This design comes from an exercise in tuning for small area on the open sky130 flow, not from production work. The RTL was checked by simulation tests, not by an equivalence proof against the original design. The clock port is modelled as an ideal driver; clocking choices that lean on that would not hold on a real chip. Power and IR drop assume default switching activity.

`design/flow/config.mk`:
```
export PLATFORM = sky130hd
export DESIGN_NAME = CPU
export DESIGN_NICKNAME = CPU
export VERILOG_FILES = /design/flow/design.v
export SDC_FILE = /design/flow/constraint.sdc
export NUM_CORES = 4
export LEC_CHECK = 0
export CAP_MARGIN = 20
export CORE_MARGIN = 2
export CORE_UTILIZATION = 40
export SLEW_MARGIN = 20
export SYNTH_HIERARCHICAL = 1
```
`design/flow/constraint.sdc`:
```
create_clock -name core_clock -period 6.0 [get_ports {clk}]
set_input_delay 1.2000 -clock core_clock [delete_from_list [all_inputs] [get_ports {clk}]]
set_output_delay 1.2000 -clock core_clock [all_outputs]
set_load 0.01 [all_outputs]
```
`design/flow/design.v`:
```
module CPU(
    clk,
    inst,
    reset,
    address,
    out_data,
    store
);
    input clk;
    input reset;
    input [7:0] inst;
    output [7:0] address;
    output [7:0] out_data;
    output store;
    reg [7:0] ir;
    reg [7:0] pc;
    reg [7:0] r0, r1, r2, r3;
    wire [3:0] op = ir[7:4];
    always @(posedge clk) begin
        ir[3:0] <= inst[3:0];
        ir[6]   <= inst[6];
        ir[7]   <= inst[7] & ~reset;
        ir[5]   <= inst[5] | reset;
        ir[4]   <= inst[4] | reset;
    end
    wire [3:0] irn;
    g_inv u_irn0 (.a(ir[0]), .y(irn[0]));
    g_inv u_irn1 (.a(ir[1]), .y(irn[1]));
    g_inv u_irn2 (.a(ir[2]), .y(irn[2]));
    g_inv u_irn3 (.a(ir[3]), .y(irn[3]));
    wire ena, enb, cin;
    g_nand2 u_ena (.a(op[1]), .b(op[0]), .y(ena));
    g_inv   u_enb (.a(op[1]), .y(enb));
    g_or2   u_cin (.a(op[1]), .b(op[0]), .y(cin));
    wire [3:0] na, nb, nal, nbl;
    g_nand3 u_nal0 (.a(irn[3]), .b(irn[2]), .c(ena), .y(nal[0]));
    g_nand3 u_nal1 (.a(irn[3]), .b(ir[2]),  .c(ena), .y(nal[1]));
    g_nand3 u_nal2 (.a(ir[3]),  .b(irn[2]), .c(ena), .y(nal[2]));
    g_nand3 u_nal3 (.a(ir[3]),  .b(ir[2]),  .c(ena), .y(nal[3]));
    g_nand3 u_nbl0 (.a(irn[1]), .b(irn[0]), .c(enb), .y(nbl[0]));
    g_nand3 u_nbl1 (.a(irn[1]), .b(ir[0]),  .c(enb), .y(nbl[1]));
    g_nand3 u_nbl2 (.a(ir[1]),  .b(irn[0]), .c(enb), .y(nbl[2]));
    g_nand3 u_nbl3 (.a(ir[1]),  .b(ir[0]),  .c(enb), .y(nbl[3]));
    g_nand3 u_na0 (.a(irn[3]), .b(irn[2]), .c(ena), .y(na[0]));
    g_nand3 u_na1 (.a(irn[3]), .b(ir[2]),  .c(ena), .y(na[1]));
    g_nand3 u_na2 (.a(ir[3]),  .b(irn[2]), .c(ena), .y(na[2]));
    g_nand3 u_na3 (.a(ir[3]),  .b(ir[2]),  .c(ena), .y(na[3]));
    g_nand3 u_nb0 (.a(irn[1]), .b(irn[0]), .c(enb), .y(nb[0]));
    g_nand3 u_nb1 (.a(irn[1]), .b(ir[0]),  .c(enb), .y(nb[1]));
    g_nand3 u_nb2 (.a(ir[1]),  .b(irn[0]), .c(enb), .y(nb[2]));
    g_nand3 u_nb3 (.a(ir[1]),  .b(ir[0]),  .c(enb), .y(nb[3]));
    wire [7:0] a, b, bx, alu;
    wire [7:0] c;
    assign c[0] = cin;
    genvar i;
    generate
        for (i = 0; i < 8; i = i + 1) begin : g_bit
            rd_mux u_ma (.r0(r0[i]), .r1(r1[i]), .r2(r2[i]), .r3(r3[i]), .n(i < 2 ? nal : na), .y(a[i]));
            rd_mux u_mb (.r0(r0[i]), .r1(r1[i]), .r2(r2[i]), .r3(r3[i]), .n(i < 2 ? nbl : nb), .y(b[i]));
            g_xor2 u_bx (.a(b[i]), .b(op[0]), .y(bx[i]));
            if (i < 7) begin : g_lo
                g_fa u_fa (.a(a[i]), .b(bx[i]), .ci(c[i]), .s(alu[i]), .co(c[i+1]));
            end else begin : g_hi
                wire t;
                g_xor2 u_x0 (.a(a[i]), .b(c[i]), .y(t));
                g_xor2 u_x1 (.a(t), .b(bx[i]), .y(alu[i]));
            end
        end
    endgenerate
    wire keep, ldr, we, rstn;
    g_inv   u_rstn (.a(reset), .y(rstn));
    g_nor2  u_keep (.a(op[2]), .b(reset), .y(keep));
    g_and2  u_ldr  (.a(op[2]), .b(rstn), .y(ldr));
    g_orn   u_we   (.a(op[3]), .bn(op[1]), .y(we));
    wire [1:0] wdr;
    wire kn;
    g_a22o u_wd0 (.a1(alu[0]), .a2(keep), .b1(ir[0]), .b2(ldr), .y(wdr[0]));
    g_a22o u_wd1 (.a1(alu[1]), .a2(keep), .b1(ir[1]), .b2(ldr), .y(wdr[1]));
    g_or2  u_kn  (.a(op[2]), .b(reset), .y(kn));
    wire [3:0] enn, en;
    g_a31oi u_en0 (.a1(we), .a2(irn[3]), .a3(irn[2]), .b(reset), .y(enn[0]));
    g_a31oi u_en1 (.a1(we), .a2(irn[3]), .a3(ir[2]),  .b(reset), .y(enn[1]));
    g_a31oi u_en2 (.a1(we), .a2(ir[3]),  .a3(irn[2]), .b(reset), .y(enn[2]));
    g_a31oi u_en3 (.a1(we), .a2(ir[3]),  .a3(ir[2]),  .b(reset), .y(enn[3]));
    g_inv u_enp0 (.a(enn[0]), .y(en[0]));
    g_inv u_enp1 (.a(enn[1]), .y(en[1]));
    g_inv u_enp2 (.a(enn[2]), .y(en[2]));
    g_inv u_enp3 (.a(enn[3]), .y(en[3]));
    wire [3:0] ek;
    g_nor2 u_ek0 (.a(enn[0]), .b(kn), .y(ek[0]));
    g_nor2 u_ek1 (.a(enn[1]), .b(kn), .y(ek[1]));
    g_nor2 u_ek2 (.a(enn[2]), .b(kn), .y(ek[2]));
    g_nor2 u_ek3 (.a(enn[3]), .b(kn), .y(ek[3]));
    wire [7:0] d0, d1, d2, d3;
    generate
        for (i = 0; i < 2; i = i + 1) begin : g_rfl
            g_a22o u_d0 (.a1(en[0]), .a2(wdr[i]), .b1(enn[0]), .b2(r0[i]), .y(d0[i]));
            g_a22o u_d1 (.a1(en[1]), .a2(wdr[i]), .b1(enn[1]), .b2(r1[i]), .y(d1[i]));
            g_a22o u_d2 (.a1(en[2]), .a2(wdr[i]), .b1(enn[2]), .b2(r2[i]), .y(d2[i]));
            g_a22o u_d3 (.a1(en[3]), .a2(wdr[i]), .b1(enn[3]), .b2(r3[i]), .y(d3[i]));
        end
        for (i = 2; i < 8; i = i + 1) begin : g_rfh
            g_a22o u_d0 (.a1(ek[0]), .a2(alu[i]), .b1(enn[0]), .b2(r0[i]), .y(d0[i]));
            g_a22o u_d1 (.a1(ek[1]), .a2(alu[i]), .b1(enn[1]), .b2(r1[i]), .y(d1[i]));
            g_a22o u_d2 (.a1(ek[2]), .a2(alu[i]), .b1(enn[2]), .b2(r2[i]), .y(d2[i]));
            g_a22o u_d3 (.a1(ek[3]), .a2(alu[i]), .b1(enn[3]), .b2(r3[i]), .y(d3[i]));
        end
    endgenerate
    always @(posedge clk) begin
        r0 <= d0;
        r1 <= d1;
        r2 <= d2;
        r3 <= d3;
    end
    wire op3n;
    g_inv u_op3n (.a(op[3]), .y(op3n));
    wire [3:0] bi;
    g_nand2 u_b0 (.a(irn[0]), .b(op[3]), .y(bi[0]));
    g_nor2  u_b1 (.a(irn[1]), .b(op3n), .y(bi[1]));
    g_nor2  u_b2 (.a(irn[2]), .b(op3n), .y(bi[2]));
    g_nor2  u_b3 (.a(irn[3]), .b(op3n), .y(bi[3]));
    wire [7:0] npc, pcd, addr;
    wire [7:1] k;
    g_ha  u_p0 (.a(pc[0]), .b(bi[0]), .s(npc[0]), .co(k[1]));
    g_fa  u_p1 (.a(pc[1]), .b(bi[1]), .ci(k[1]), .s(npc[1]), .co(k[2]));
    g_fa  u_p2 (.a(pc[2]), .b(bi[2]), .ci(k[2]), .s(npc[2]), .co(k[3]));
    g_fa  u_p3 (.a(pc[3]), .b(bi[3]), .ci(k[3]), .s(npc[3]), .co(k[4]));
    g_ha  u_p4 (.a(pc[4]), .b(k[4]), .s(npc[4]), .co(k[5]));
    g_ha  u_p5 (.a(pc[5]), .b(k[5]), .s(npc[5]), .co(k[6]));
    g_ha  u_p6 (.a(pc[6]), .b(k[6]), .s(npc[6]), .co(k[7]));
    g_xor2 u_p7 (.a(pc[7]), .b(k[7]), .y(npc[7]));
    generate
        for (i = 0; i < 8; i = i + 1) begin : g_pc
            g_and2 u_pcr (.a(npc[i]), .b(rstn), .y(pcd[i]));
            g_a22o u_adr (.a1(npc[i]), .a2(op[3]), .b1(pc[i]), .b2(op3n), .y(addr[i]));
        end
    endgenerate
    always @(posedge clk)
        pc <= pcd;
    assign store = op[1] & ~op[0];
    assign out_data = alu;
    assign address = addr;
endmodule
module rd_mux(r0, r1, r2, r3, n, y);
    input r0, r1, r2, r3;
    input [3:0] n;
    output y;
    wire x01, x23;
    g_o22ai u_01 (.a1(r0), .a2(n[0]), .b1(r1), .b2(n[1]), .y(x01));
    g_o22ai u_23 (.a1(r2), .a2(n[2]), .b1(r3), .b2(n[3]), .y(x23));
    g_nor2  u_y  (.a(x01), .b(x23), .y(y));
endmodule
module g_inv(a, y);
    input a; output y;
    assign y = ~a;
endmodule
module g_nand2(a, b, y);
    input a, b; output y;
    assign y = ~(a & b);
endmodule
module g_nor2(a, b, y);
    input a, b; output y;
    assign y = ~(a | b);
endmodule
module g_or2(a, b, y);
    input a, b; output y;
    assign y = a | b;
endmodule
module g_and2(a, b, y);
    input a, b; output y;
    assign y = a & b;
endmodule
module g_orn(a, bn, y);
    input a, bn; output y;
    assign y = a | ~bn;
endmodule
module g_nand3(a, b, c, y);
    input a, b, c; output y;
    assign y = ~(a & b & c);
endmodule
module g_xor2(a, b, y);
    input a, b; output y;
    assign y = a ^ b;
endmodule
module g_o22ai(a1, a2, b1, b2, y);
    input a1, a2, b1, b2; output y;
    assign y = ~((a1 | a2) & (b1 | b2));
endmodule
module g_a22o(a1, a2, b1, b2, y);
    input a1, a2, b1, b2; output y;
    assign y = (a1 & a2) | (b1 & b2);
endmodule
module g_a31oi(a1, a2, a3, b, y);
    input a1, a2, a3, b; output y;
    assign y = ~((a1 & a2 & a3) | b);
endmodule
module g_ha(a, b, s, co);
    input a, b; output s, co;
    assign s = a ^ b;
    assign co = a & b;
endmodule
module g_fa(a, b, ci, s, co);
    input a, b, ci; output s, co;
    assign s = a ^ b ^ ci;
    assign co = (a & b) | (ci & (a ^ b));
endmodule
```
`design/flow/flow/run.sh`:
```
#!/bin/bash
set -e
export BUFFER_PORTS_ARGS="-buffer_cell sky130_fd_sc_hd__buf_1"
export CTS_ARGS="-sink_clustering_enable -repair_clock_nets -buf_list sky130_fd_sc_hd__clkbuf_8 -sink_clustering_size 30 -dont_use_dummy_load"
bash standard.sh > standard.log 2>&1
```
`design/flow/standard.sh`:
```
#!/bin/bash
# synth_recipe.tcl (not shown) runs the flow's synth.tcl, then flattens the netlist and writes it again
# the make line also repeats each setting of config.mk as NAME=value (left out here)
make -C /OpenROAD-flow-scripts/flow DESIGN_CONFIG=/design/flow/config.mk WORK_HOME=/design/flow/orfs CLKGATE_MAP_FILE= SYNTH_SCRIPT=/design/flow/synth_recipe.tcl "${@:-finish}"
```
==> notes.md, run 1 <==
- Primary FF master, synth: dfxtp_1
- Post-Route WL: 4.97 mm
- IO Pins: 27
- Fin nets: 280
- Compound-Gate Fraction of Synth Area: 26.7%
- CP Buf/Inv Count: 2
- Final Hold Vio Count: 0
- GRT Total Usage: 17.3%
- DR pass1 iterations: 4
- DIE WIDTH: 78.5 microns
- Yosys warns: 7
- Crit-path max cell delay: 430 ps
- Dpl hpwl: 3.76 mm
- Post-route minimum period: 5800 ps
- Length in cells of the worst reg-to-reg path: 16
- Leakage power: 1.02 nW
- CTS resizes: 0
- Hold Path Class: register to register
- Simple-gate portion of the synthesized area: 12.5%
- Post-synth top area share: 43.3%
- Starting density of the core: 40.8%
- TritonCTS Buffers: 5
- CTS max path bufs: 2
- Initial antenna violation count: 0
- Xor/xnor share of the synthesized area: 4.34%
- WP data required: 4800 ps
- H-tree levels: 2
- TritonCTS clock tree: yes
- First-pass GRT wire length: 8.27 mm
- Critical path's top delay family: adder cells
- Average wire per standard cell: 15.2 microns
- Cell count after synthesis: 220
- Synth cell count leaders: dfxtp_1, a22o_1, o22ai_1, nor2_1, nand3_1
- Ant. Diodes: 0
- Worst-Skew Late Latency: 300 ps
- Routed vias: 1807
- FFs w/ async S/R, synth: 0%
- Fmax: 0.172 GHz
- Synthesized netlist net count: 244
- Post-CTS setup-driven buffer insertion count: 0
- Largest family of logic cells by synthesized area: compound AO/OA/AOI/OAI gates
- RSZ-0062 raised after global routing: false
- Startpoint types: register
- CTS root buf: clkbuf_8
- RR Startpoint: ir[1]
- Worst Hold Slack: 505 ps
- Overflow after GRT: 0
- Crit path max fanout: 6
- MaxCap Viol Count: 0
- CTS Sinks: 48
- WHS Path Cells: 1
- Iteration-0 DRC Markers: 86
- Hold buffer count at cts: 0
- Post-Synth Adder-Cell Area: 11.3%
- Endpoints failing setup: 0
- Post-DP Area: 2430 sq um
- Gpl congestion: 0.894
- Antenna viol nets, final: 0
- Worst-Margin Slew: 852 ps
- Netlist cell types: 15
- Most frequent cell after synthesis: dfxtp_1
- Core Box Area: 5440 sq um
- Mux cell area share after synthesis: 0%
- Seq/Total Area, Yosys: 43.3%
- Largest net degree at the start of global routing: 15
- Routed vias/inst: 5.54
- Slew Limit Fails: 0
- Max_slew headroom: 43.0%
- Top post-synthesis cells by area: dfxtp_1, a22o_1, fa_1, o22ai_1, xor2_1
- CP Data Arrival Time: 4600 ps
- CP Capture Type: output port
- Rows: 27
- Cell breakdown of the critical path: inv_1 -> nand3_1 -> o22ai_1 -> nor2_1 -> xor2_1 -> fa_1 -> fa_1 -> fa_1 -> fa_1 -> fa_1 -> fa_1 -> fa_1 -> xor2_1 -> xor2_1 -> buf_2
- Crit path top cell by count: fa_1
- Leading area contributor after synthesis: dfxtp_1
- Peak supply drop: 0.000130 V
- CP max-delay cell: fa_1
- Register bit total from synthesis: 48
- Power, Total: 0.000851 W
- Post-Syn Area: 2220 sq um
- Filler cells: 552
- Mapped Avg Cell Area: 10.1 sq um
- IO buf count: 26
- Die footprint: 6160 sq um
- Final instance area: 2510 sq um
- Final period util: 96.7%
- Setup TNS: 0 ps
- Die Y: 78.5 microns
- Layout cells sized above 1: 6.30%
- Pwr dens: 339 nW/um^2
- Clk slew on worst S/H paths: 80 ps
- DRC: 0
- Vias in the first global route: 1619
- CP startpoint: ir[1]
- Setup Crit Path Kind: register to output port
- Hold Startpoint: r1[7]
- Area growth syn-to-layout: 13.0%
- CP Depth: 15
- Number of synthesized flops with an enable pin: 0
- Clock Skews: 18.2 ps
- Status: timing/DRC/antenna clean
==> through the flow <==
stage | setup slack [ps] | instances | util [%]
floorplan | 555 | 220 | -
global placement | 473 | 321 | 44.7
detailed placement | 431 | 321 | 44.7
CTS | 82.1 | 326 | 45.9
global route | 8.72 | 326 | 46.1
finish | 199 | 326 | 46.1
==> cell type report <==
type                    count  area, sq um  area share, %
clock buffers               5         68.8           2.74
multi-input cells         161         1220           48.7
flip-flops and latches     48          963           38.4
repair buffers             29          121           4.84
inverters                  11         43.8           1.75
well taps                  72         90.1           3.59
==> power breakdown <==
| part | switching (W) | internal [W] | leakage (nW) |
|---|---|---|---|
| Combinational | 0.000149 | 0.000120 | 0.585 |
| Clock | 0.0000952 | 0.0000752 | 0.0359 |
| Sequential | 0.0000438 | 0.000368 | 0.396 |
==> layout by cell type (no fill, tap or decap), drive strengths merged <==
master	n
inv	11
xor2	11
nand2b	1
clkbuf	5
a22o	42
nand2	2
or2	4
nand3	16
nor2	24
ha	4
nor2b	2
and2	9
fa	10
dfxtp	48
o22ai	32
a31oi	4
buf	29
==> per-module statistics from Yosys, one instance, submodules excluded, a selection <==
module | flops+latches | cells inside | copies in the design | area (sq um)
g_and2 | 0 | 1 | 9 | 6.26
g_o22ai | 0 | 1 | 32 | 6.26
g_nand3 | 0 | 1 | 16 | 5.00
g_a31oi | 0 | 1 | 4 | 6.26
g_inv | 0 | 1 | 11 | 3.75
g_nand2 | 0 | 1 | 2 | 3.75
g_or2 | 0 | 1 | 2 | 6.26
g_a22o | 0 | 1 | 42 | 8.76
g_xor2 | 0 | 1 | 11 | 8.76
g_ha | 0 | 1 | 4 | 12.5
CPU | 48 | 52 | 1 | 986
g_fa | 0 | 1 | 10 | 20.0
g_orn | 0 | 1 | 1 | 6.26
g_nor2 | 0 | 1 | 24 | 3.75
==> final timing paths <==
check	to	slack, ps
setup / recovery	out_data[7]	200
hold / removal	r1[7]	510
setup reg to reg	r0[7]	1420
hold reg to reg	r1[7]	510
==> registers in the layout, summed over array words and instances (netlist names) <==
name / cells
r0: 8
pc: 8
r3: 8
r2: 8
ir: 8
r1: 8
==> kinds of logic after synthesis <==
logic type / count (synthesis)
flip-flops: 48
AO/OA/AOI/OAI: 78
XOR/XNOR: 11
AND/OR/NAND/NOR: 58
adder cells (fa/ha/maj): 14
buffers and inverters: 11
==> routing by layer <==
layer	GRT usage, %	part of all wire, %
met5	0	0
met4	7.37	2.2
met3	3.79	4.5
met2	24.3	41
met1	25.5	52
==> run 2: changes to the inputs <==
==> design/flow/flow/run.sh (replaced) <==
#!/bin/bash
set -e
export BUFFER_PORTS_ARGS="-buffer_cell sky130_fd_sc_hd__buf_1"
export CTS_ARGS="-repair_clock_nets -buf_list sky130_fd_sc_hd__clkbuf_8 -dont_use_dummy_load"
bash standard.sh > standard.log 2>&1
==> run 2 against run 1 <==
  * Wire length unchanged
  * Register-to-register slack about the same
  * Cell area unchanged
  * Combinational power about the same
  * Die area unchanged
  * Critical path type unchanged
  * Largest cell class unchanged
  * Largest power group unchanged
==> notes.md, run 2 <==
- Setup TNS: 0 ps
- Crit path max fanout: 6
- Sw Ratio: 33.9%
- Register bit total from synthesis: 48
- Synthesized netlist net count: 244
- Antenna viol nets, final: 0
- CP Capture Type: output port
- Starting density of the core: 40.8%
- Layout cells sized above 1: 6.30%
- Synth cell count leaders: dfxtp_1, a22o_1, o22ai_1, nor2_1, nand3_1
- DRC: 0
- Most common cell after layout, fill and taps aside: dfxtp_1
- IO Pins: 27
- Iteration-0 DRC Markers: 86
- Seq/Total Area, Yosys: 43.3%
- Post-route minimum period: 5800 ps
- Logic pwr share: 31.6%
- Final period util: 96.7%
- Fin nets: 280
- Startpoint types: register
- MaxCap Viol Count: 0
- Top post-synthesis cells by area: dfxtp_1, a22o_1, fa_1, o22ai_1, xor2_1
- Post-CTS setup-driven buffer insertion count: 0
- Slew Limit Fails: 0
- Clock power frac: 20.0%
- Leading area contributor after synthesis: dfxtp_1
- Gpl congestion: 0.894
- Most frequent cells in the layout: dfxtp_1, a22o_1, o22ai_1
- Cell count after synthesis: 220
- Post-synth top area share: 43.3%
- Die Y: 78.5 microns
- Final Hold Vio Count: 0
- Average wire per standard cell: 15.2 microns
- Area growth syn-to-layout: 13.0%
- Worst-Margin Slew: 852 ps
- IO buf count: 26
- Overflow after GRT: 0
- Peak supply drop: 0.000130 V
- Number of synthesized flops with an enable pin: 0
- Routing usage on met3: 3.79%
- Yosys warns: 7
- H-tree levels: 2
- Largest net degree at the start of global routing: 15
- Met2 usage in global routing: 24.3%
- Post-Route WL: 4.97 mm
- DIE WIDTH: 78.5 microns
- CP Data Arrival Time: 4600 ps
- Worst-Skew Late Latency: 300 ps
- Post-Place Worst Slack: 431 ps
- Core Box Area: 5440 sq um
- Max_slew headroom: 43.0%
- Clock Skews: 18.2 ps
- Ant. Diodes: 0
- FFs w/ async S/R, synth: 0%
- Vias in the first global route: 1619
- Routed vias/inst: 5.54
- Worst Hold Slack: 505 ps
- Initial antenna violation count: 0
- Mapped Avg Cell Area: 10.1 sq um
- Hold Path Class: register to register
- Fmax: 0.172 GHz
- RSZ-0062 raised after global routing: false
- CTS Sinks: 48
- Met1 usage: 25.5%
- Routed vias: 1807
- GRT Total Usage: 17.3%
- P_int: 0.000563 W
- CTS max path bufs: 2
- Clk slew on worst S/H paths: 80 ps
- First-pass GRT wire length: 8.27 mm
- Netlist cell types: 15
- Rows: 27
- Endpoints failing setup: 0
- Sequential Power Share: 48.4%
- Most frequent cell after synthesis: dfxtp_1
- Dpl hpwl: 3.76 mm
- Leakage power: 1.02 nW
- TritonCTS clock tree: yes
- Primary FF master, synth: dfxtp_1
- WP data required: 4800 ps
- Setup Crit Path Kind: register to output port
- Pwr dens: 339 nW/um^2
- Post-Syn Area: 2220 sq um
- CTS root buf: clkbuf_8
- DR pass1 iterations: 4
- GRT busiest layer: met1
- Worst Slack Setup Final: 199 ps
- TritonCTS Buffers: 5
- Die footprint: 6160 sq um
- Status: timing/DRC/antenna clean
- P_sw: 0.000288 W
run 2: cell counts after synthesis:
No cell type changed its count.
run 2: area by class of cell:
class | count | area (sq um)
clock buffer | 5 | 68.8
fill | 552 | 2930
tap | 72 | 90.1
timing repair buffer | 29 | 121
sequential | 48 | 963
inverter | 11 | 43.8
multi-input combinational | 161 | 1220
run 2: timing repair:
| action | in CTS | in global routing |
|---|---|---|
| hold buffers | 0 | 0 |
| endpoints found under the setup margin | 0 | 1 |
| resized for setup | 0 | 10 |
run 2: critical path, cell delays in order (launching register included):
cell and delay, ps:
dfxtp_2 350, inv_1 130, nand3_1 110, o22ai_1 170, nor2_1 70, xor2_1 150, fa_1 430, fa_1 400
fa_1 390, fa_1 390, fa_1 400, fa_1 390, fa_1 390, xor2_1 190, xor2_1 190, buf_2 160
run 2: logic make-up after synthesis:
family / count (synthesis) / share of synthesized area (%)
compound gates: 78 / 26.7
xor+xnor: 11 / 4.34
fa+ha+maj: 14 / 11.3
buf+inv: 11 / 1.86
flops: 48 / 43.3
simple gates: 58 / 12.5
run 2: metrics by stage:
step | instance area [sq um] | instances | power (W) | utilization, %
2_1_floorplan | 2220 | 220 | 0.000594 | -
3_3_place_gp | 2430 | 321 | 0.000682 | 44.7
3_5_place_dp | 2430 | 321 | 0.000682 | 44.7
4_1_cts | 2500 | 326 | 0.000853 | 45.9
5_1_grt | 2510 | 326 | 0.000903 | 46.1
6_report | 2510 | 326 | 0.000851 | 46.1
run 2: path summary, 6_finish.rpt:
kind / from / end / slack, ps / cells past startpoint
min reg2reg: r1[7] / r1[7] / 510 / 1
max reg2reg: ir[1] / r0[7] / 1420 / 16
max: ir[1] / out_data[7] / 200 / 15
min: r1[7] / r1[7] / 510 / 1
run 2: power by group through the flow:
| stage | Sequential (W) | Clock [W] | Combinational, W |
|---|---|---|---|
| after floorplan | 0.000405 | 0 | 0.000188 |
| after global placement | 0.000417 | 0 | 0.000265 |
| after detailed placement | 0.000415 | 0 | 0.000267 |
| after CTS | 0.000410 | 0.000176 | 0.000268 |
| after global routing | 0.000418 | 0.000188 | 0.000297 |
| final | 0.000412 | 0.000170 | 0.000269 |
run 2: routing by layer:
layer  routed length (microns)  up-vias
met5                         0        -
met4                       109        0
met3                       226       11
met2                      2030       47
met1                      2610      845
li1                          -      904
run 2: modules after synthesis (local to each module, per instance), excerpt:
module,copies in the design,cells
CPU,1,52
g_fa,10,1
g_xor2,11,1
g_a22o,42,1
g_and2,9,1
g_orn,1,1
g_a31oi,4,1
g_or2,2,1
g_o22ai,32,1
g_nor2,24,1
g_inv,11,1
==> run 3: changes to the inputs <==
==> design/flow/flow/run.sh (replaced) <==
#!/bin/bash
set -e
export BUFFER_PORTS_ARGS="-buffer_cell sky130_fd_sc_hd__buf_1"
export CTS_ARGS="-sink_clustering_enable -repair_clock_nets -buf_list sky130_fd_sc_hd__clkbuf_16 -sink_clustering_size 30 -sink_clustering_max_diameter 200 -dont_use_dummy_load"
bash standard.sh > standard.log 2>&1
==> run 3 against run 2 <==
  * Still clean
  * Count of clock-buffer cells in the layout did not move
  * First-iteration DRC count grew 14%
  * Via count is 0.44% higher
  * Core utilization rose by 1.0 points
  * Maximum frequency grew 0.76%
  * Wire length grew 0.58%
  * Sequential power about the same
  * Cell count unchanged
  * Die area unchanged
  * Worst setup slack improved by 44 ps
  * Sequential share of layout area down 0.87 points
  * Clock skew decreased by 6.4 ps
  * Critical endpoint unchanged
  * Largest cell class unchanged
  * Largest power group unchanged
  * Highest routed layer unchanged
==> notes.md, run 3 <==
- CP max-delay cell: fa_1
- TritonCTS Buffers: 5
- Cell breakdown of the critical path: inv_2 -> nand3_1 -> o22ai_1 -> nor2_1 -> xor2_1 -> fa_1 -> fa_1 -> fa_1 -> fa_1 -> fa_2 -> fa_1 -> fa_1 -> xor2_1 -> xor2_1 -> buf_2
- Leading area contributor after synthesis: dfxtp_1
- Largest net degree at the start of global routing: 15
- Synthesized netlist net count: 244
- GRT Total Usage: 17.3%
- Slew Limit Fails: 0
- Crit path top cell by count: fa_1
- CTS max path bufs: 2
- Fmax: 0.174 GHz
- Seq/Total Area, Yosys: 43.3%
- Die Y: 78.5 microns
- Rows: 27
- Synth cell count leaders: dfxtp_1, a22o_1, o22ai_1, nor2_1, nand3_1
- Max_slew headroom: 43.4%
- Most frequent cell after synthesis: dfxtp_1
- Die footprint: 6160 sq um
- WP data required: 4800 ps
- Peak supply drop: 0.000145 V
- FFs w/ async S/R, synth: 0%
- Post-route minimum period: 5760 ps
- Setup TNS: 0 ps
- IO Pins: 27
- Status: timing/DRC/antenna clean
- Fin nets: 280
- Post-CTS setup-driven buffer insertion count: 0
- Yosys warns: 7
- Filler cells: 542
- Endpoints failing setup: 0
- Most frequent cells in the layout: dfxtp_1, a22o_1, o22ai_1
- Number of synthesized flops with an enable pin: 0
- Overflow after GRT: 0
- Setup Crit Path Kind: register to output port
- Routed vias: 1815
- H-tree levels: 2
- CP Capture Type: output port
- Worst-Skew Late Latency: 290 ps
- Startpoint types: register
- Vias in the first global route: 1628
- Clk slew on worst S/H paths: 60 ps
- Initial antenna violation count: 0
- R2r setup slk: 1440 ps
- Primary FF master, synth: dfxtp_1
- Register bit total from synthesis: 48
- DIE WIDTH: 78.5 microns
- CTS Sinks: 48
- Crit-path max cell delay: 420 ps
- DRC: 0
- Starting density of the core: 40.8%
- Gpl congestion: 0.894
- Post-synth top area share: 43.3%
- Leakage power: 1.04 nW
- Mapped Avg Cell Area: 10.1 sq um
- MaxCap Viol Count: 0
- Register area: 962 sq um
- Clock Skews: 11.8 ps
- Iteration-0 DRC Markers: 98
- Final Hold Vio Count: 0
- Dpl hpwl: 3.76 mm
- Post-Route WL: 5.00 mm
- Netlist cell types: 15
- Final period util: 96.0%
- RSZ-0062 raised after global routing: false
- Crit path max fanout: 8
- Average wire per standard cell: 15.3 microns
- Area growth syn-to-layout: 15.4%
- Core Box Area: 5440 sq um
- Placed cell count: 321
- Worst-Margin Slew: 844 ps
- Cell count after synthesis: 220
- TritonCTS clock tree: yes
- Area of the multi-input gates: 1220 sq um
- Post-Layout Cell Count: 326
- Ant. Diodes: 0
- Most common cell after layout, fill and taps aside: dfxtp_1
- Post-Syn Area: 2220 sq um
- Hold Path Class: register to register
- Hold buffer count at cts: 0
- DR pass1 iterations: 4
- Routed vias/inst: 5.57
- Layout cells sized above 1: 5.91%
- Pwr dens: 365 nW/um^2
- IO buf count: 26
- CTS root buf: clkbuf_16
- Antenna viol nets, final: 0
- First-pass GRT wire length: 8.28 mm
- Top post-synthesis cells by area: dfxtp_1, a22o_1, fa_1, o22ai_1, xor2_1
- CP Data Arrival Time: 4560 ps
==> run 3: changes by cell type in the layout (fill, tap and decap cells not counted) <==
cell and change:
clkbuf_16 +5, clkbuf_8 -5, dfxtp_1 +1, dfxtp_2 -1
fa_1 -1, fa_2 +1, inv_1 +1, inv_4 -1
==> run 3: worst max-delay path, delay by kind of cell, from the launching register on <==
kind            cells  cell delay (ps)
xor+xnor            3              530
flops               1              350
buf+inv             2              290
simple gates        2              180
compound gates      1              180
fa+ha+maj           7             2740
==> run 3: final cells by class <==
cell class,count,share of cell area [%]
multi-input combinational,161,47.7
sequential,48,37.5
clock buffer,5,4.88
timing repair buffer,29,4.74
tap,72,3.52
inverter,11,1.61
==> run 3: worst paths after layout <==
kind	startpoint	end	cells past startpoint
min reg2reg	r0[6]	r0[6]	1
max reg2reg	ir[5]	r0[7]	16
max	ir[5]	out_data[7]	15
min	r0[6]	r0[6]	1
==> run 3: cell families (layout without fill, tap and decap cells) <==
group	Yosys count	in the layout	share of synthesized area, %
fa+ha+maj	14	14	11.3
xor+xnor	11	11	4.34
simple gates	58	58	12.5
flops	48	48	43.3
buf+inv	11	45	1.86
compound gates	78	78	26.7
==> run 3: power by group <==
group	switching, W	leakage (nW)	internal [W]
logic	0.000150	0.585	0.000121
registers	0.0000435	0.396	0.000369
clock network	0.000104	0.0616	0.000147
total	0.000298	1.04	0.000637
==> run 3: per-stage QoR <==
step	hold slack, ps	area, sq um	total power, W	util (%)	setup WS, ps
detailed placement	482	2430	0.000682	44.7	431
finish	503	2560	0.000935	47.1	243
floorplan	464	2220	0.000594	-	555
global route	519	2560	0.000985	47.1	50.4
global placement	480	2430	0.000682	44.7	473
CTS	502	2550	0.000934	47.0	114
==> run 3: per-layer routing <==
| metal | share of wire, % | up-vias | GRT usage, % |
|---|---|---|---|
| met5 | 0 | - | 0 |
| met4 | 1.9 | 0 | 6.32 |
| met1 | 52 | 840 | 25.5 |
| met3 | 5.2 | 10 | 3.79 |
| met2 | 41 | 58 | 24.7 |
| li1 | - | 907 | - |
==> run 3: repair_timing <==
action / CTS / global route
endpoints found under the setup margin: 0 / 1
gates resized for setup: 0 / 8
hold endpoints to repair: 0 / 0
==> run 3: modules after synthesis, one instance, submodules excluded, a selection <==
module	cells	flip-flops and latches	copies in the design	area (sq um)
g_o22ai	1	0	32	6.26
g_or2	1	0	2	6.26
g_a31oi	1	0	4	6.26
g_xor2	1	0	11	8.76
g_and2	1	0	9	6.26
g_ha	1	0	4	12.5
g_orn	1	0	1	6.26
g_nor2	1	0	24	3.75
g_nand3	1	0	16	5.00
==> run 4: changes to the inputs <==
==> design/flow/flow/run.sh (replaced) <==
#!/bin/bash
set -e
export BUFFER_PORTS_ARGS="-buffer_cell sky130_fd_sc_hd__buf_1"
export CTS_ARGS="-sink_clustering_enable -repair_clock_nets -buf_list sky130_fd_sc_hd__clkbuf_8 -sink_clustering_size 30 -dont_use_dummy_load -sink_buffer_max_cap_derate 1.0"
bash standard.sh > standard.log 2>&1
==> run 4 against run 3 <==
  * Still clean on timing, DRC and antenna
  * Cell count stayed put
  * Clock power is 33% lower
  * Combinational power is essentially flat
  * Sequential power about the same
  * Via count shrank 0.44%
  * Global-route usage barely moved
  * Hold slack better by 1.8 ps
  * Worst setup slack got worse by 44 ps
  * Sequential share of layout area is 0.87 points higher
  * Maximum frequency decreased by 0.75%
  * Wire length is 0.58% lower
  * Highest routed layer unchanged
==> notes.md, run 4 <==
- Status: timing/DRC/antenna clean
- Post-synth top area share: 43.3%
- FFs w/ async S/R, synth: 0%
- DIE WIDTH: 78.5 microns
- Crit path max fanout: 6
- DR pass1 iterations: 4
- Overflow after GRT: 0
- Final period util: 96.7%
- Worst Slack Setup Final: 199 ps
- Post-route minimum period: 5800 ps
- Logic pwr share: 31.6%
- Sw Ratio: 33.9%
- Sequential Power Share: 48.4%
- Area growth syn-to-layout: 13.0%
- DRC: 0
- Worst-Skew Late Latency: 300 ps
- Clock Skews: 18.2 ps
- RSZ-0062 raised after global routing: false
- Netlist cell types: 15
- Post-Syn Area: 2220 sq um
- Largest net degree at the start of global routing: 15
- Core Box Area: 5440 sq um
- P_sw: 0.000288 W
- CTS max path bufs: 2
- Antenna viol nets, final: 0
- Dpl hpwl: 3.76 mm
- Fmax: 0.172 GHz
- Hold Path Class: register to register
- Clock power frac: 20.0%
- MaxCap Viol Count: 0
- Post-Place Worst Slack: 431 ps
- Leading area contributor after synthesis: dfxtp_1
- Rows: 27
- Register bit total from synthesis: 48
- Post-Synth Adder-Cell Area: 11.3%
- Vias in the first global route: 1619
- Post-CTS setup-driven buffer insertion count: 0
- Die footprint: 6160 sq um
- IO buf count: 26
- GRT Total Usage: 17.3%
- Mux cell area share after synthesis: 0%
- Gpl congestion: 0.894
- P_int: 0.000563 W
- Most frequent cell after synthesis: dfxtp_1
- H-tree levels: 2
- Cell count after synthesis: 220
- Startpoint types: register
- Area of the multi-input gates: 1220 sq um
- Largest family of logic cells by synthesized area: compound AO/OA/AOI/OAI gates
- Register area: 963 sq um
- Yosys warns: 7
- Number of synthesized flops with an enable pin: 0
- Max_slew headroom: 43.0%
- CP Data Arrival Time: 4600 ps
- Xor/xnor share of the synthesized area: 4.34%
- Iteration-0 DRC Markers: 86
- First-pass GRT wire length: 8.27 mm
- Ant. Diodes: 0
- CTS resizes: 0
- Synthesized netlist net count: 244
- Peak supply drop: 0.000130 V
- CP Capture Type: output port
- Fin nets: 280
- Most common cell after layout, fill and taps aside: dfxtp_1
- Setup TNS: 0 ps
- Initial antenna violation count: 0
- TritonCTS clock tree: yes
- Average wire per standard cell: 15.2 microns
- Hold buffer count at cts: 0
- TritonCTS Buffers: 5
- CTS root buf: clkbuf_8
- Worst-Margin Slew: 852 ps
- WP data required: 4800 ps
- Leakage power: 1.02 nW
- Primary FF master, synth: dfxtp_1
- Routed vias: 1807
- Final Hold Vio Count: 0
- Starting density of the core: 40.8%
- Layout cells sized above 1: 6.30%
- Top post-synthesis cells by area: dfxtp_1, a22o_1, fa_1, o22ai_1, xor2_1
- Clk slew on worst S/H paths: 80 ps
- Die Y: 78.5 microns
- Most frequent cells in the layout: dfxtp_1, a22o_1, o22ai_1
- Routed vias/inst: 5.54
- Slew Limit Fails: 0
- Simple-gate portion of the synthesized area: 12.5%
- Mapped Avg Cell Area: 10.1 sq um
- Finished Core Util: 46.1%
- CTS Sinks: 48
- IO Pins: 27
- Compound-Gate Fraction of Synth Area: 26.7%
- Post-Route WL: 4.97 mm
- Seq/Total Area, Yosys: 43.3%
- Pwr dens: 339 nW/um^2
- Setup Crit Path Kind: register to output port
- Endpoints failing setup: 0
- Worst Hold Slack: 505 ps
- Synth cell count leaders: dfxtp_1, a22o_1, o22ai_1, nor2_1, nand3_1
- Filler cells: 552
[run 4: per-layer routing]
| metal | GRT usage (%) | vias up | share of wire, % |
|---|---|---|---|
| li1 | - | 904 | - |
| met1 | 25.5 | 845 | 52 |
| met2 | 24.3 | 47 | 41 |
| met3 | 3.79 | 11 | 4.5 |
| met4 | 7.37 | 0 | 2.2 |
| met5 | 0 | - | 0 |
[run 4: path summary, 6_finish.rpt]
path,slack (ps),startpoint,depth (start not counted),to
worst max-delay path,200,ir[1],15,out_data[7]
worst min-delay path,510,r1[7],1,r1[7]
worst min register to register,510,r1[7],1,r1[7]
worst max register to register,1420,ir[1],16,r0[7]
[run 4: logic make-up (layout without fill, tap and decap cells)]
logic type | count (synthesis) | in the layout
buffers and inverters | 11 | 45
adders and majority gates | 14 | 14
and+or+nand+nor | 58 | 58
AOI/OAI and AO/OA | 78 | 78
xor gates and xnor gates | 11 | 11
DFF | 48 | 48
[run 4: metrics by stage]
| stage | total power (W) | area (sq um) | instances |
|---|---|---|---|
| floorplan | 0.000594 | 2220 | 220 |
| global placement | 0.000682 | 2430 | 321 |
| detailed placement | 0.000682 | 2430 | 321 |
| CTS | 0.000853 | 2500 | 326 |
| global route | 0.000903 | 2510 | 326 |
| finish | 0.000851 | 2510 | 326 |
[run 4: cell type report]
class,instances,area share (%)
inverter,11,1.75
clock buffer,5,2.74
multi-input combinational,161,48.7
tap,72,3.59
timing repair buffer,29,4.84
sequential,48,38.4
[run 4: Yosys stat by module, one instance, submodules excluded, excerpt]
module / cells inside / flip-flops and latches / copies in the design / area, sq um
g_nand3: 1 / 0 / 16 / 5.00
g_a22o: 1 / 0 / 42 / 8.76
g_ha: 1 / 0 / 4 / 12.5
g_inv: 1 / 0 / 11 / 3.75
g_xor2: 1 / 0 / 11 / 8.76
g_nand2: 1 / 0 / 2 / 3.75
g_nor2: 1 / 0 / 24 / 3.75
g_and2: 1 / 0 / 9 / 6.26
g_orn: 1 / 0 / 1 / 6.26
CPU: 52 / 48 / 1 / 986
g_o22ai: 1 / 0 / 32 / 6.26
[run 4: worst max-delay path, cell delays in order (launching register included)]
cell     delay [ps]
dfxtp_2         350
inv_1           130
nand3_1         110
o22ai_1         170
nor2_1           70
xor2_1          150
fa_1            430
fa_1            400
fa_1            390
fa_1            390
fa_1            400
fa_1            390
fa_1            390
xor2_1          190
xor2_1          190
buf_2           160
[run 4: power by group through the flow]
stage	Clock [W]	Sequential (W)	Combinational, W
finish	0.000170	0.000412	0.000269
global route	0.000188	0.000418	0.000297
floorplan	0	0.000405	0.000188
global placement	0	0.000417	0.000265
detailed placement	0	0.000415	0.000267
CTS	0.000176	0.000410	0.000268
==> run 5: changes to the inputs <==
==> design/flow/flow/run.sh (replaced) <==
#!/bin/bash
set -e
export BUFFER_PORTS_ARGS="-buffer_cell sky130_fd_sc_hd__buf_1"
export CTS_ARGS="-sink_clustering_enable -repair_clock_nets -buf_list sky130_fd_sc_hd__clkbuf_8 -sink_clustering_size 24 -sink_clustering_max_diameter 100 -dont_use_dummy_load -sink_buffer_max_cap_derate 0.5 -balance_levels"
bash standard.sh > standard.log 2>&1
==> run 5 against run 4 <==
  * Sequential power about the same
  * Worst setup slack unchanged
  * Highest routed layer unchanged
  * Clock power about the same
  * Largest cell class unchanged
  * Non-clock buffer count unchanged
  * Cell count unchanged
  * Critical path depth unchanged
  * Register-to-register slack about the same
  * Synthesized area unchanged
  * Cell area unchanged
  * First-iteration DRC count unchanged
  * Critical endpoint unchanged
==> notes.md, run 5 <==
- Register bit total from synthesis: 48
- TritonCTS clock tree: yes
- Gpl congestion: 0.894
- First-pass GRT wire length: 8.27 mm
- Ant. Diodes: 0
- Most common cell after layout, fill and taps aside: dfxtp_1
- Final period util: 96.7%
- Fmax: 0.172 GHz
- Antenna viol nets, final: 0
- Post-Synth Adder-Cell Area: 11.3%
- Dpl hpwl: 3.76 mm
- Worst-Skew Late Latency: 300 ps
- Compound-Gate Fraction of Synth Area: 26.7%
- Cell breakdown of the critical path: inv_1 -> nand3_1 -> o22ai_1 -> nor2_1 -> xor2_1 -> fa_1 -> fa_1 -> fa_1 -> fa_1 -> fa_1 -> fa_1 -> fa_1 -> xor2_1 -> xor2_1 -> buf_2
- Length in cells of the worst reg-to-reg path: 16
- Iteration-0 DRC Markers: 86
- Netlist cell types: 15
- Mapped Avg Cell Area: 10.1 sq um
- Crit path max fanout: 6
- Die Y: 78.5 microns
- Post-Route WL: 4.97 mm
- Top post-synthesis cells by area: dfxtp_1, a22o_1, fa_1, o22ai_1, xor2_1
- Worst-Margin Slew: 852 ps
- Startpoint types: register
- Setup TNS: 0 ps
- GRT Total Usage: 17.3%
- CP Capture Type: output port
- Most frequent cell after synthesis: dfxtp_1
- RR Startpoint: ir[1]
- Hold buffer count at cts: 0
- Finished Core Util: 46.1%
- Crit path top cell by count: fa_1
- IO Pins: 27
- TritonCTS Buffers: 5
- Layout cells sized above 1: 6.30%
- Clock Skews: 18.2 ps
- Rows: 27
- Hold Startpoint: r1[7]
- Area growth syn-to-layout: 13.0%
- Starting density of the core: 40.8%
- DR pass1 iterations: 4
- Crit-path max cell delay: 430 ps
- Final Hold Vio Count: 0
- Leakage power: 1.02 nW
- CP Buf/Inv Count: 2
- H-tree levels: 2
- R2r setup slk: 1420 ps
- WHS Path Cells: 1
- CTS Sinks: 48
- Initial antenna violation count: 0
- Xor/xnor share of the synthesized area: 4.34%
- DRC: 0
- Seq/Total Area, Yosys: 43.3%
- Largest family of logic cells by synthesized area: compound AO/OA/AOI/OAI gates
- Post-Syn Area: 2220 sq um
- CTS root buf: clkbuf_8
- Worst Hold End: r1[7]
- Max_slew headroom: 43.0%
- Vias in the first global route: 1619
- R2R Path End: r0[7]
- CP max-delay cell: fa_1
- Most frequent cells in the layout: dfxtp_1, a22o_1, o22ai_1
- Post-route minimum period: 5800 ps
- Setup Crit Path Kind: register to output port
- Status: timing/DRC/antenna clean
- CP Data Arrival Time: 4600 ps
- MaxCap Viol Count: 0
- IO buf count: 26
- Mux cell area share after synthesis: 0%
- Pwr dens: 339 nW/um^2
- Routed vias/inst: 5.54
- WP data required: 4800 ps
- Primary FF master, synth: dfxtp_1
- Largest net degree at the start of global routing: 15
- Cell count after synthesis: 220
- Yosys warns: 7
- Post-synth top area share: 43.3%
- Clk slew on worst S/H paths: 80 ps
- Synth cell count leaders: dfxtp_1, a22o_1, o22ai_1, nor2_1, nand3_1
- Average wire per standard cell: 15.2 microns
- Peak supply drop: 0.000130 V
- Core Box Area: 5440 sq um
- Fin nets: 280
- RSZ-0062 raised after global routing: false
- Number of synthesized flops with an enable pin: 0
- Critical path's top delay family: adder cells
- Die footprint: 6160 sq um
- Hold Path Class: register to register
- CTS max path bufs: 2
- DIE WIDTH: 78.5 microns
- Simple-gate portion of the synthesized area: 12.5%
- Routed vias: 1807
- CP Depth: 15
- Overflow after GRT: 0
- Worst Hold Slack: 505 ps
- Endpoints failing setup: 0
- Synthesized netlist net count: 244
- Leading area contributor after synthesis: dfxtp_1
- Slew Limit Fails: 0
- FFs w/ async S/R, synth: 0%
[run 5: through the flow]
stage	setup slack, ps	std cells	total power, W	cell area [sq um]
finish	199	326	0.000851	2510
CTS	82.1	326	0.000853	2500
floorplan	555	220	0.000594	2220
global route	8.72	326	0.000903	2510
detailed placement	431	321	0.000682	2430
global placement	473	321	0.000682	2430
[run 5: routing by layer]
metal | wire length (microns) | global-route usage [%] | vias to the layer above | share of wire, %
met5 | 0 | 0 | - | 0
li1 | - | - | 904 | -
met4 | 109 | 7.37 | 0 | 2.2
met1 | 2610 | 25.5 | 845 | 52
met2 | 2030 | 24.3 | 47 | 41
met3 | 226 | 3.79 | 11 | 4.5
[run 5: repair_timing]
item / 4_1_cts / 5_1_grt
setup endpoints to repair: 0 / 1
buffers inserted: 0 / 0
gates resized for setup: 0 / 10
[run 5: final cells by class]
| type | instances | area [sq um] |
|---|---|---|
| clock buffers | 5 | 68.8 |
| fillers | 552 | 2930 |
| inverters | 11 | 43.8 |
| multi-input cells | 161 | 1220 |
| flip-flops and latches | 48 | 963 |
| well taps | 72 | 90.1 |
| repair buffers | 29 | 121 |
[run 5: worst max-delay path by stage]
stage,start,endpoint
2_1_floorplan,ir[4],out_data[7]
3_3_place_gp,ir[0],out_data[7]
3_5_place_dp,ir[5],out_data[7]
4_1_cts,ir[5],out_data[7]
5_1_grt,ir[0],out_data[7]
6_report,ir[1],out_data[7]
[run 5: report_power, final]
part / leakage [nW] / total [W] / switching, W / internal [W]
clock: 0.0359 / 0.000170 / 0.0000952 / 0.0000752
sequential: 0.396 / 0.000412 / 0.0000438 / 0.000368
combinational: 0.585 / 0.000269 / 0.000149 / 0.000120
total: 1.02 / 0.000851 / 0.000288 / 0.000563
[run 5: per-module statistics from Yosys (local to each module, per instance), a selection]
module	cell area (sq um)	cells inside
g_nand3	5.00	1
g_nor2	3.75	1
g_orn	6.26	1
g_nand2	3.75	1
g_a31oi	6.26	1
g_and2	6.26	1
g_fa	20.0	1
g_a22o	8.76	1
g_or2	6.26	1
g_inv	3.75	1
[run 5: logic make-up (layout without fill, tap and decap cells)]
logic type | Yosys count | after routing
simple gates | 58 | 58
compound gates | 78 | 78
xor+xnor | 11 | 11
buf+inv | 11 | 45
flops | 48 | 48
fa+ha+maj | 14 | 14
==> run 6: changes to the inputs <==
--- a/design/flow/design.v
+++ b/design/flow/design.v
@@ -64,4 +64,4 @@
                 wire t;
-                g_xor2 u_x0 (.a(a[i]), .b(c[i]), .y(t));
-                g_xor2 u_x1 (.a(t), .b(bx[i]), .y(alu[i]));
+                g_xor2 u_x0 (.a(a[i]), .b(bx[i]), .y(t));
+                g_xor2 u_x1 (.a(t), .b(c[i]), .y(alu[i]));
             end
==> design/flow/flow/run.sh (replaced) <==
#!/bin/bash
set -e
export BUFFER_PORTS_ARGS="-buffer_cell sky130_fd_sc_hd__buf_1"
export CTS_ARGS="-sink_clustering_enable -repair_clock_nets -buf_list sky130_fd_sc_hd__clkbuf_8 -sink_clustering_size 30 -dont_use_dummy_load"
export PRE_CTS_TCL="$PWD/flow/pre_cts.tcl"
bash standard.sh > standard.log 2>&1
==> design/flow/flow/pre_cts.tcl (new file) <==
# Let CTS put more sinks on one clock buffer.
set_max_fanout 30 [current_design]
==> run 6 against run 5 <==
  * Critical path depth fell by 1
  * Largest power group unchanged
  * Maximum frequency increased by 0.64%
  * First-iteration DRC count is 140% higher
  * Still clean on timing, DRC and antenna
  * Via count is 4.2% higher
  * Register-to-register slack better by 30 ps
  * Cell count fell by 0.31%
==> notes.md, run 6 <==
- Final Hold Vio Count: 0
- Worst-Margin Slew: 1060 ps
- Power, Total: 0.000852 W
- Worst Hold End: r3[5]
- Post-synth top area share: 43.3%
- Max_slew headroom: 28.7%
- Routed vias/inst: 5.79
- CP Capture Type: output port
- Startpoint types: register
- Leading area contributor after synthesis: dfxtp_1
- DIE WIDTH: 78.5 microns
- Rows: 27
- Initial antenna violation count: 0
- Gpl congestion: 0.935
- Core Box Area: 5440 sq um
- Vias in the first global route: 1720
- R2R Path End: r2[7]
- Post-route minimum period: 5760 ps
- CTS Sinks: 48
- Overflow after GRT: 0
- RSZ-0062 raised after global routing: false
- Antenna viol nets, final: 0
- Layout cells sized above 1: 3.56%
- Synth cell count leaders: dfxtp_1, a22o_1, o22ai_1, nor2_1, nand3_1
- Average wire per standard cell: 16.3 microns
- Hold Startpoint: r3[5]
- Crit path max fanout: 8
- Worst-Skew Late Latency: 310 ps
- Length in cells of the worst reg-to-reg path: 15
- GRT Total Usage: 18.5%
- Synthesized netlist net count: 244
- Fin nets: 279
- Slew Limit Fails: 0
- Largest net degree at the start of global routing: 18
- First-pass GRT wire length: 8.89 mm
- Register bit total from synthesis: 48
- WP data required: 4800 ps
- Peak supply drop: 0.000174 V
- Die footprint: 6160 sq um
- RR Startpoint: ir[5]
- Endpoints failing setup: 0
- DRC: 0
- Number of synthesized flops with an enable pin: 0
- DR pass1 iterations: 5
- Netlist cell types: 15
- Area growth syn-to-layout: 12.4%
- Clk slew on worst S/H paths: 70 ps
- Fmax: 0.173 GHz
- Hold Path Class: register to register
- Clock Skews: 27.4 ps
- IO Pins: 27
- Yosys warns: 7
- Starting density of the core: 40.8%
- Most common cell after layout, fill and taps aside: dfxtp_1
- Most frequent cell after synthesis: dfxtp_1
- Hold buffer count at cts: 0
- Post-CTS setup-driven buffer insertion count: 0
- TritonCTS Buffers: 5
- CP Data Arrival Time: 4560 ps
- Top post-synthesis cells by area: dfxtp_1, a22o_1, fa_1, o22ai_1, xor2_1
- Status: timing/DRC/antenna clean
- Filler cells: 524
- Die Y: 78.5 microns
- Final period util: 96.1%
- Routed vias: 1882
- Post-Route WL: 5.29 mm
- IO buf count: 26
- Mapped Avg Cell Area: 10.1 sq um
- Seq/Total Area, Yosys: 43.3%
- Cell count after synthesis: 220
- Ant. Diodes: 0
- Iteration-0 DRC Markers: 205
- Post-Syn Area: 2220 sq um
- Pwr dens: 341 nW/um^2
- MaxCap Viol Count: 0
- WHS Path Cells: 1
- Dpl hpwl: 3.90 mm
- Leakage power: 1.01 nW
- TritonCTS clock tree: yes
- Setup Crit Path Kind: register to output port
- Setup TNS: 0 ps
- Most frequent cells in the layout: dfxtp_1, a22o_1, o22ai_1
- FFs w/ async S/R, synth: 0%
- R2r setup slk: 1450 ps
- Primary FF master, synth: dfxtp_1
[run 6: cell counts after synthesis]
No cell type changed its count.
[run 6: Yosys stat by module, one instance, submodules excluded, excerpt]
| module | copies in the design | cell area (sq um) |
|---|---|---|
| g_fa | 10 | 20.0 |
| g_o22ai | 32 | 6.26 |
| CPU | 1 | 986 |
| g_nand2 | 2 | 3.75 |
| g_a22o | 42 | 8.76 |
| g_orn | 1 | 6.26 |
[run 6: stage by stage]
stage	hold WS, ps	utilization (%)	setup slack [ps]	area (sq um)	cells
2_1_floorplan	464	-	732	2220	220
3_3_place_gp	480	44.5	593	2420	320
4_1_cts	508	45.8	180	2490	325
3_5_place_dp	482	44.5	536	2420	320
6_report	507	45.9	236	2490	325
5_1_grt	527	45.9	61.3	2490	325
[run 6: final cells by class]
cell class / count / area [sq um] / area share, %
sequential: 48 / 962 / 38.6
tap: 72 / 90.1 / 3.61
clock buffer: 5 / 68.8 / 2.76
multi-input combinational: 161 / 1220 / 48.9
timing repair buffer: 28 / 113 / 4.51
inverter: 11 / 41.3 / 1.65
[run 6: routing by layer]
layer | wire length, microns | track usage (%) | vias to the layer above
met4 | 79 | 7.72 | 0
met5 | 0 | 0 | -
met3 | 301 | 3.22 | 8
met1 | 2590 | 27.1 | 903
li1 | - | - | 900
met2 | 2320 | 26.7 | 71
[run 6: timing repair]
action,4_1_cts,5_1_grt
gates resized for setup,0,2
setup endpoints to repair,0,2
endpoints found under the hold margin,0,0
[run 6: worst max-delay path, cell delays in order (launching register included)]
cell     delay [ps]
dfxtp_1         360
inv_1           190
nand3_1         140
o22ai_1         190
nor2_1           80
xor2_1          160
fa_1            410
fa_1            390
fa_1            390
fa_1            400
fa_1            400
fa_1            390
fa_1            390
xor2_1          200
buf_1           170
[run 6: cells by family after synthesis]
group	count (synthesis)	share of synthesized area (%)
XOR/XNOR	11	4.34
adder cells (fa/ha/maj)	14	11.3
flip-flops	48	43.3
AND/OR/NAND/NOR	58	12.5
buffers and inverters	11	1.86
AO/OA/AOI/OAI	78	26.7
[run 6: how the worst max path moves through the flow]
stage	start	end	slack (ps)	cells past startpoint
6_report	ir[5]	out_data[7]	240	14
5_1_grt	ir[5]	out_data[7]	60	14
4_1_cts	ir[4]	out_data[7]	180	13
3_5_place_dp	ir[4]	out_data[6]	540	12
3_3_place_gp	ir[4]	out_data[7]	590	13
2_1_floorplan	ir[4]	out_data[7]	730	12
[run 6: where the power goes]
part | switching (W) | internal, W
clock | 0.0000976 | 0.0000753
combinational | 0.000150 | 0.000117
sequential | 0.0000440 | 0.000368
==> run 7: changes to the inputs <==
==> design/flow/flow/run.sh (replaced) <==
#!/bin/bash
set -e
export BUFFER_PORTS_ARGS="-buffer_cell sky130_fd_sc_hd__buf_1"
export CTS_ARGS="-sink_clustering_enable -repair_clock_nets -buf_list sky130_fd_sc_hd__clkbuf_8 -sink_clustering_size 30 -dont_use_dummy_load"
bash standard.sh > standard.log 2>&1
--- a/design/flow/config.mk
+++ b/design/flow/config.mk
@@ -9,3 +9,3 @@
 export CORE_MARGIN = 2
-export CORE_UTILIZATION = 40
+export CORE_UTILIZATION = 50
 export SLEW_MARGIN = 20
removed: design/flow/flow/pre_cts.tcl
==> run 7 against run 6 <==
  * Sequential power hardly changed
  * Highest routed layer unchanged
  * Cell area grew 0.35%
  * Via count rose by 5.1%
  * Critical path depth unchanged
  * Critical endpoint unchanged
  * Register-to-register slack about the same
  * Critical path type unchanged
  * Largest cell class unchanged
  * Wire length increased by 12%
  * Clock power about the same
==> notes.md, run 7 <==
- Clock Skews: 9.36 ps
- Startpoint types: register
- TritonCTS Buffers: 5
- Routed vias: 1978
- IO buf count: 26
- Register bit total from synthesis: 48
- Worst-Skew Late Latency: 290 ps
- Met1 usage: 33.2%
- Leading area contributor after synthesis: dfxtp_1
- Final period util: 95.7%
- Largest net degree at the start of global routing: 14
- H-tree levels: 2
- Clk slew on worst S/H paths: 80 ps
- R2r setup slk: 1450 ps
- CP Data Arrival Time: 4540 ps
- Post-DP Area: 2420 sq um
- DRC: 0
- Primary FF master, synth: dfxtp_1
- Largest family of logic cells by synthesized area: compound AO/OA/AOI/OAI gates
- Die Y: 70.6 microns
- IO Pins: 27
- First-pass GRT wire length: 9.83 mm
- Routed vias/inst: 6.40
- MaxCap Viol Count: 0
- DR pass1 iterations: 4
- Endpoints failing setup: 0
- Hold Startpoint: r1[3]
- Crit path top cell by count: fa_1
- Setup TNS: 0 ps
- Filler cells: 386
- Peak supply drop: 0.000203 V
- Die footprint: 4990 sq um
- CP Capture Type: output port
- RR Startpoint: ir[5]
- Gpl congestion: 0.913
- CTS max path bufs: 2
- Yosys warns: 7
- TritonCTS clock tree: yes
- Compound-Gate Fraction of Synth Area: 26.7%
- DIE WIDTH: 70.6 microns
- Most frequent cells in the layout: dfxtp_1, a22o_1, o22ai_1
- WHS Path Cells: 1
- Crit path max fanout: 8
- Placed cell count: 303
- CTS Sinks: 48
- Worst Hold Slack: 506 ps
- Fin nets: 283
- Number of synthesized flops with an enable pin: 0
- Fmax: 0.174 GHz
- Final Hold Vio Count: 0
- Crit-path max cell delay: 420 ps
- GRT busiest layer: met2
- Synthesized netlist net count: 244
- Worst-Margin Slew: 627 ps
- Rows: 24
- Iteration-0 DRC Markers: 304
- Ant. Diodes: 0
- Most frequent cell after synthesis: dfxtp_1
- R2R Path End: r1[7]
- Simple-gate portion of the synthesized area: 12.5%
- Pwr dens: 339 nW/um^2
- Met2 usage in global routing: 37.7%
- Post-synth top area share: 43.3%
- Post-Syn Area: 2220 sq um
- WP data required: 4800 ps
- Vias in the first global route: 2098
- Slew Limit Fails: 0
- Status: timing/DRC/antenna clean
- Synth cell count leaders: dfxtp_1, a22o_1, o22ai_1, nor2_1, nand3_1
- Post-Synth Adder-Cell Area: 11.3%
- Max_slew headroom: 58.0%
- Mapped Avg Cell Area: 10.1 sq um
- Initial antenna violation count: 0
- Post-Layout Cell Count: 309
- CP max-delay cell: fa_1
- Netlist cell types: 15
- Average wire per standard cell: 19.2 microns
- Layout cells sized above 1: 4.67%
- Critical path's top delay family: adder cells
- Length in cells of the worst reg-to-reg path: 15
- Overflow after GRT: 0
- Setup Crit Path Kind: register to output port
- Core Box Area: 4320 sq um
- Area growth syn-to-layout: 12.8%
- Dpl hpwl: 4.25 mm
- Post-Route WL: 5.93 mm
- Leakage power: 1.04 nW
- Hold Path Class: register to register
- Top post-synthesis cells by area: dfxtp_1, a22o_1, fa_1, o22ai_1, xor2_1
- Routing usage on met3: 6.84%
- Hold buffer count at cts: 0
- CTS root buf: clkbuf_8
- Worst Hold End: r1[3]
- FFs w/ async S/R, synth: 0%
- Cell breakdown of the critical path: inv_1 -> nand3_1 -> o22ai_1 -> nor2_1 -> xor2_1 -> fa_1 -> fa_1 -> fa_1 -> fa_1 -> fa_1 -> fa_1 -> fa_1 -> xor2_2 -> buf_1
- Mux cell area share after synthesis: 0%
- Post-route minimum period: 5740 ps
- Seq/Total Area, Yosys: 43.3%
- Cell count after synthesis: 220
- Antenna viol nets, final: 0
- GRT Total Usage: 25.1%
- Final instance area: 2500 sq um
- Power, Total: 0.000849 W
- Starting density of the core: 51.3%
- Xor/xnor share of the synthesized area: 4.34%
- Most common cell after layout, fill and taps aside: dfxtp_1
- CP Buf/Inv Count: 2
[run 7: cell counts after synthesis]
No cell type changed its count.
[run 7: routing by layer]
metal | wire length [microns] | part of all wire [%]
met4 | 147 | 2.5
met5 | 0 | 0
met1 | 2460 | 41
met3 | 656 | 11
met2 | 2670 | 45
[run 7: worst max-delay path by stage]
stage / end / slack, ps / depth (start not counted) / startpoint
after global placement: out_data[7] / 570 / 14 / ir[5]
after CTS: out_data[7] / 80 / 14 / ir[5]
after detailed placement: out_data[7] / 420 / 14 / ir[5]
after global routing: out_data[7] / -10 / 14 / ir[5]
final: out_data[7] / 260 / 14 / ir[5]
after floorplan: out_data[7] / 730 / 12 / ir[4]
[run 7: logic make-up (layout without fill, tap and decap cells)]
logic type,after synthesis,count (layout)
AOI/OAI and AO/OA,78,78
buffers and inverters,11,48
and+or+nand+nor,58,58
adders and majority gates,14,14
xor gates and xnor gates,11,11
DFF,48,48
[run 7: per-module statistics from Yosys, one instance, submodules excluded, excerpt]
module   cells inside  area [sq um]
g_ha                1          12.5
g_o22ai             1          6.26
g_nor2              1          3.75
g_fa                1          20.0
g_nand3             1          5.00
g_inv               1          3.75
g_xor2              1          8.76
g_a31oi             1          6.26
g_or2               1          6.26
[run 7: final cells by class]
class	instances	area, sq um	share of cell area (%)
well taps	52	65.1	2.60
multi-input cells	161	1220	48.9
repair buffers	32	143	5.70
flip-flops and latches	48	961	38.4
clock buffers	5	68.8	2.75
inverters	11	41.3	1.65
[run 7: through the flow]
step / util [%] / worst slack [ps]
floorplan: - / 732
global placement: 56.0 / 575
detailed placement: 56.0 / 418
CTS: 57.6 / 81.7
global route: 57.9 / -11.6
finish: 57.9 / 256
[run 7: power breakdown]
part	internal, W	switching [W]
clock network	0.0000752	0.0000943
registers	0.000368	0.0000446
logic	0.000118	0.000149
[run 7: timing repair]
item	CTS	global route
gates resized for setup	0	1
setup buffers	0	1
setup endpoints to repair	0	1
==> run 8: changes to the inputs <==
--- a/design/flow/config.mk
+++ b/design/flow/config.mk
@@ -9,3 +9,3 @@
 export CORE_MARGIN = 2
-export CORE_UTILIZATION = 50
+export CORE_UTILIZATION = 30
 export SLEW_MARGIN = 20
==> run 8 against run 7 <==
  * Largest cell class unchanged
  * Synthesized area unchanged
  * Die area increased by 62%
  * Critical endpoint is now out_data[6]
  * Highest routed layer unchanged
  * Register-to-register slack about the same
  * Sequential power about the same
==> notes.md, run 8 <==
- Status: timing/DRC/antenna clean
- Clock Skews: 16.4 ps
- Mux cell area share after synthesis: 0%
- Startpoint types: register
- Worst-Margin Slew: 912 ps
- IO buf count: 26
- Leakage power: 1.01 nW
- Vias in the first global route: 1781
- Power, Total: 0.000845 W
- DRC: 0
- TritonCTS Buffers: 5
- Post-route minimum period: 5790 ps
- Setup Crit Path Kind: register to output port
- Gpl congestion: 0.822
- Synth cell count leaders: dfxtp_1, a22o_1, o22ai_1, nor2_1, nand3_1
- Most common cell after layout, fill and taps aside: dfxtp_1
- Fin nets: 279
- Initial antenna violation count: 0
- CTS Sinks: 48
- Register area: 961 sq um
- Die footprint: 8100 sq um
- CP Capture Type: output port
- Average wire per standard cell: 14.3 microns
- Iteration-0 DRC Markers: 156
- Endpoints failing setup: 0
- DR pass1 iterations: 4
- Cell count after synthesis: 220
- Filler cells: 773
- Ant. Diodes: 0
- CTS root buf: clkbuf_8
- Die Y: 90.0 microns
- Largest net degree at the start of global routing: 16
- Crit path max fanout: 8
- Rows: 31
- Hold buffer count at cts: 0
- Peak supply drop: 0.000120 V
- Clk slew on worst S/H paths: 90 ps
- Fmax: 0.173 GHz
- Netlist cell types: 15
- Yosys warns: 7
- Compound-Gate Fraction of Synth Area: 26.7%
- Worst-Skew Late Latency: 300 ps
- R2r setup slk: 1440 ps
- Hold Path Class: register to register
- Area of the multi-input gates: 1220 sq um
- Most frequent cell after synthesis: dfxtp_1
- Max_slew headroom: 38.9%
- Area growth syn-to-layout: 13.8%
- Cell breakdown of the critical path: inv_1 -> nand3_1 -> o22ai_1 -> nor2_1 -> xor2_1 -> fa_1 -> fa_1 -> fa_1 -> fa_1 -> fa_1 -> fa_1 -> fa_1 -> buf_1
- Finished Core Util: 35.0%
- Pwr dens: 335 nW/um^2
- Layout cells sized above 1: 2.77%
- CP Data Arrival Time: 4590 ps
- Simple-gate portion of the synthesized area: 12.5%
- RSZ-0062 raised after global routing: false
- Seq/Total Area, Yosys: 43.3%
- Primary FF master, synth: dfxtp_1
- Setup TNS: 0 ps
- First-pass GRT wire length: 8.71 mm
- Top post-synthesis cells by area: dfxtp_1, a22o_1, fa_1, o22ai_1, xor2_1
- Antenna viol nets, final: 0
- Routed vias: 1812
- Core Box Area: 7210 sq um
- Crit-path max cell delay: 620 ps
- Routed vias/inst: 5.15
- Synthesized netlist net count: 244
- Final period util: 96.4%
- Number of synthesized flops with an enable pin: 0
- Post-Synth Adder-Cell Area: 11.3%
- Post-CTS setup-driven buffer insertion count: 0
- CTS max path bufs: 2
- WP data required: 4800 ps
- Post-Route WL: 5.03 mm
- Largest family of logic cells by synthesized area: compound AO/OA/AOI/OAI gates
- Leading area contributor after synthesis: dfxtp_1
- IO Pins: 27
- Post-Syn Area: 2220 sq um
- Final Hold Vio Count: 0
- Crit path top cell by count: fa_1
- Xor/xnor share of the synthesized area: 4.34%
- MaxCap Viol Count: 0
- Slew Limit Fails: 0
- Mapped Avg Cell Area: 10.1 sq um
- Overflow after GRT: 0
- GRT Total Usage: 13.0%
- Starting density of the core: 30.8%
- Dpl hpwl: 3.90 mm
- DIE WIDTH: 90.0 microns
- CP max-delay cell: fa_1
- Post-synth top area share: 43.3%
- Most frequent cells in the layout: dfxtp_1, a22o_1, o22ai_1
- H-tree levels: 2
- Register bit total from synthesis: 48
- TritonCTS clock tree: yes
- CTS resizes: 0
- FFs w/ async S/R, synth: 0%
## run 8: changes by cell type in the layout (fill, tap and decap cells not counted), sizes merged
cell / change
buf: -4
## run 8: worst paths after layout
path                            cells after the start           to  startpoint
worst max-delay path                               13  out_data[6]       ir[5]
worst max register to register                     15        r1[7]       ir[5]
worst min-delay path                                1        r1[3]       r1[3]
worst min register to register                      1        r1[3]       r1[3]
## run 8: worst max-delay path: cells and delay by family, from the launching register on
kind,cells,cell delay (ps)
xor+xnor,1,160
fa+ha+maj,7,3020
flops,1,350
compound gates,1,180
buf+inv,2,370
simple gates,2,210
## run 8: cell type report
cell class / instances / area share [%]
Multi-Input combinational cell: 161 / 48.2
Timing Repair Buffer: 28 / 4.46
Tap cell: 99 / 4.91
Inverter: 11 / 1.64
Sequential cell: 48 / 38.1
Clock buffer: 5 / 2.73
## run 8: logic make-up after synthesis
| logic type | Yosys count |
|---|---|
| AOI/OAI and AO/OA | 78 |
| buffers and inverters | 11 |
| and+or+nand+nor | 58 |
| xor gates and xnor gates | 11 |
| adders and majority gates | 14 |
| DFF | 48 |
## run 8: layer usage
layer,up-vias,part of all wire [%],GRT usage (%)
met2,38,45,20.4
li1,902,-,-
met4,0,1.5,5.26
met1,866,50,17.5
met3,6,3.5,2.60
met5,-,0,0
## run 8: stage by stage
step	hold slack, ps	area (sq um)	worst slack (ps)	std cells
2_1_floorplan	464	2220	732	220
3_3_place_gp	478	2460	640	347
3_5_place_dp	486	2460	576	347
4_1_cts	503	2520	230	352
5_1_grt	523	2520	30.4	352
6_report	499	2520	215	352
## run 8: Yosys stat by module (local to each module, per instance), excerpt
module | flip-flops and latches | times used | area (sq um)
CPU | 48 | 1 | 986
g_a22o | 0 | 42 | 8.76
g_a31oi | 0 | 4 | 6.26
g_and2 | 0 | 9 | 6.26
g_fa | 0 | 10 | 20.0
g_ha | 0 | 4 | 12.5
g_inv | 0 | 11 | 3.75
g_nand2 | 0 | 2 | 3.75
g_nand3 | 0 | 16 | 5.00
g_or2 | 0 | 2 | 6.26
g_orn | 0 | 1 | 6.26
## run 8: where the power goes
part / switching [W] / total, W / internal [W]
clock network: 0.0000960 / 0.000171 / 0.0000753
logic: 0.000147 / 0.000264 / 0.000116
registers: 0.0000422 / 0.000410 / 0.000368
total: 0.000286 / 0.000845 / 0.000560

Re-timed with assumed drivers on the ports (clkbuf_16 on the clock, buf_2 on other inputs), run 8 has 0.185 ns of setup slack against 0.215 ns with ideal ports, and 0.509 ns once port delays also move by the mid clock arrival of 0.324 ns.
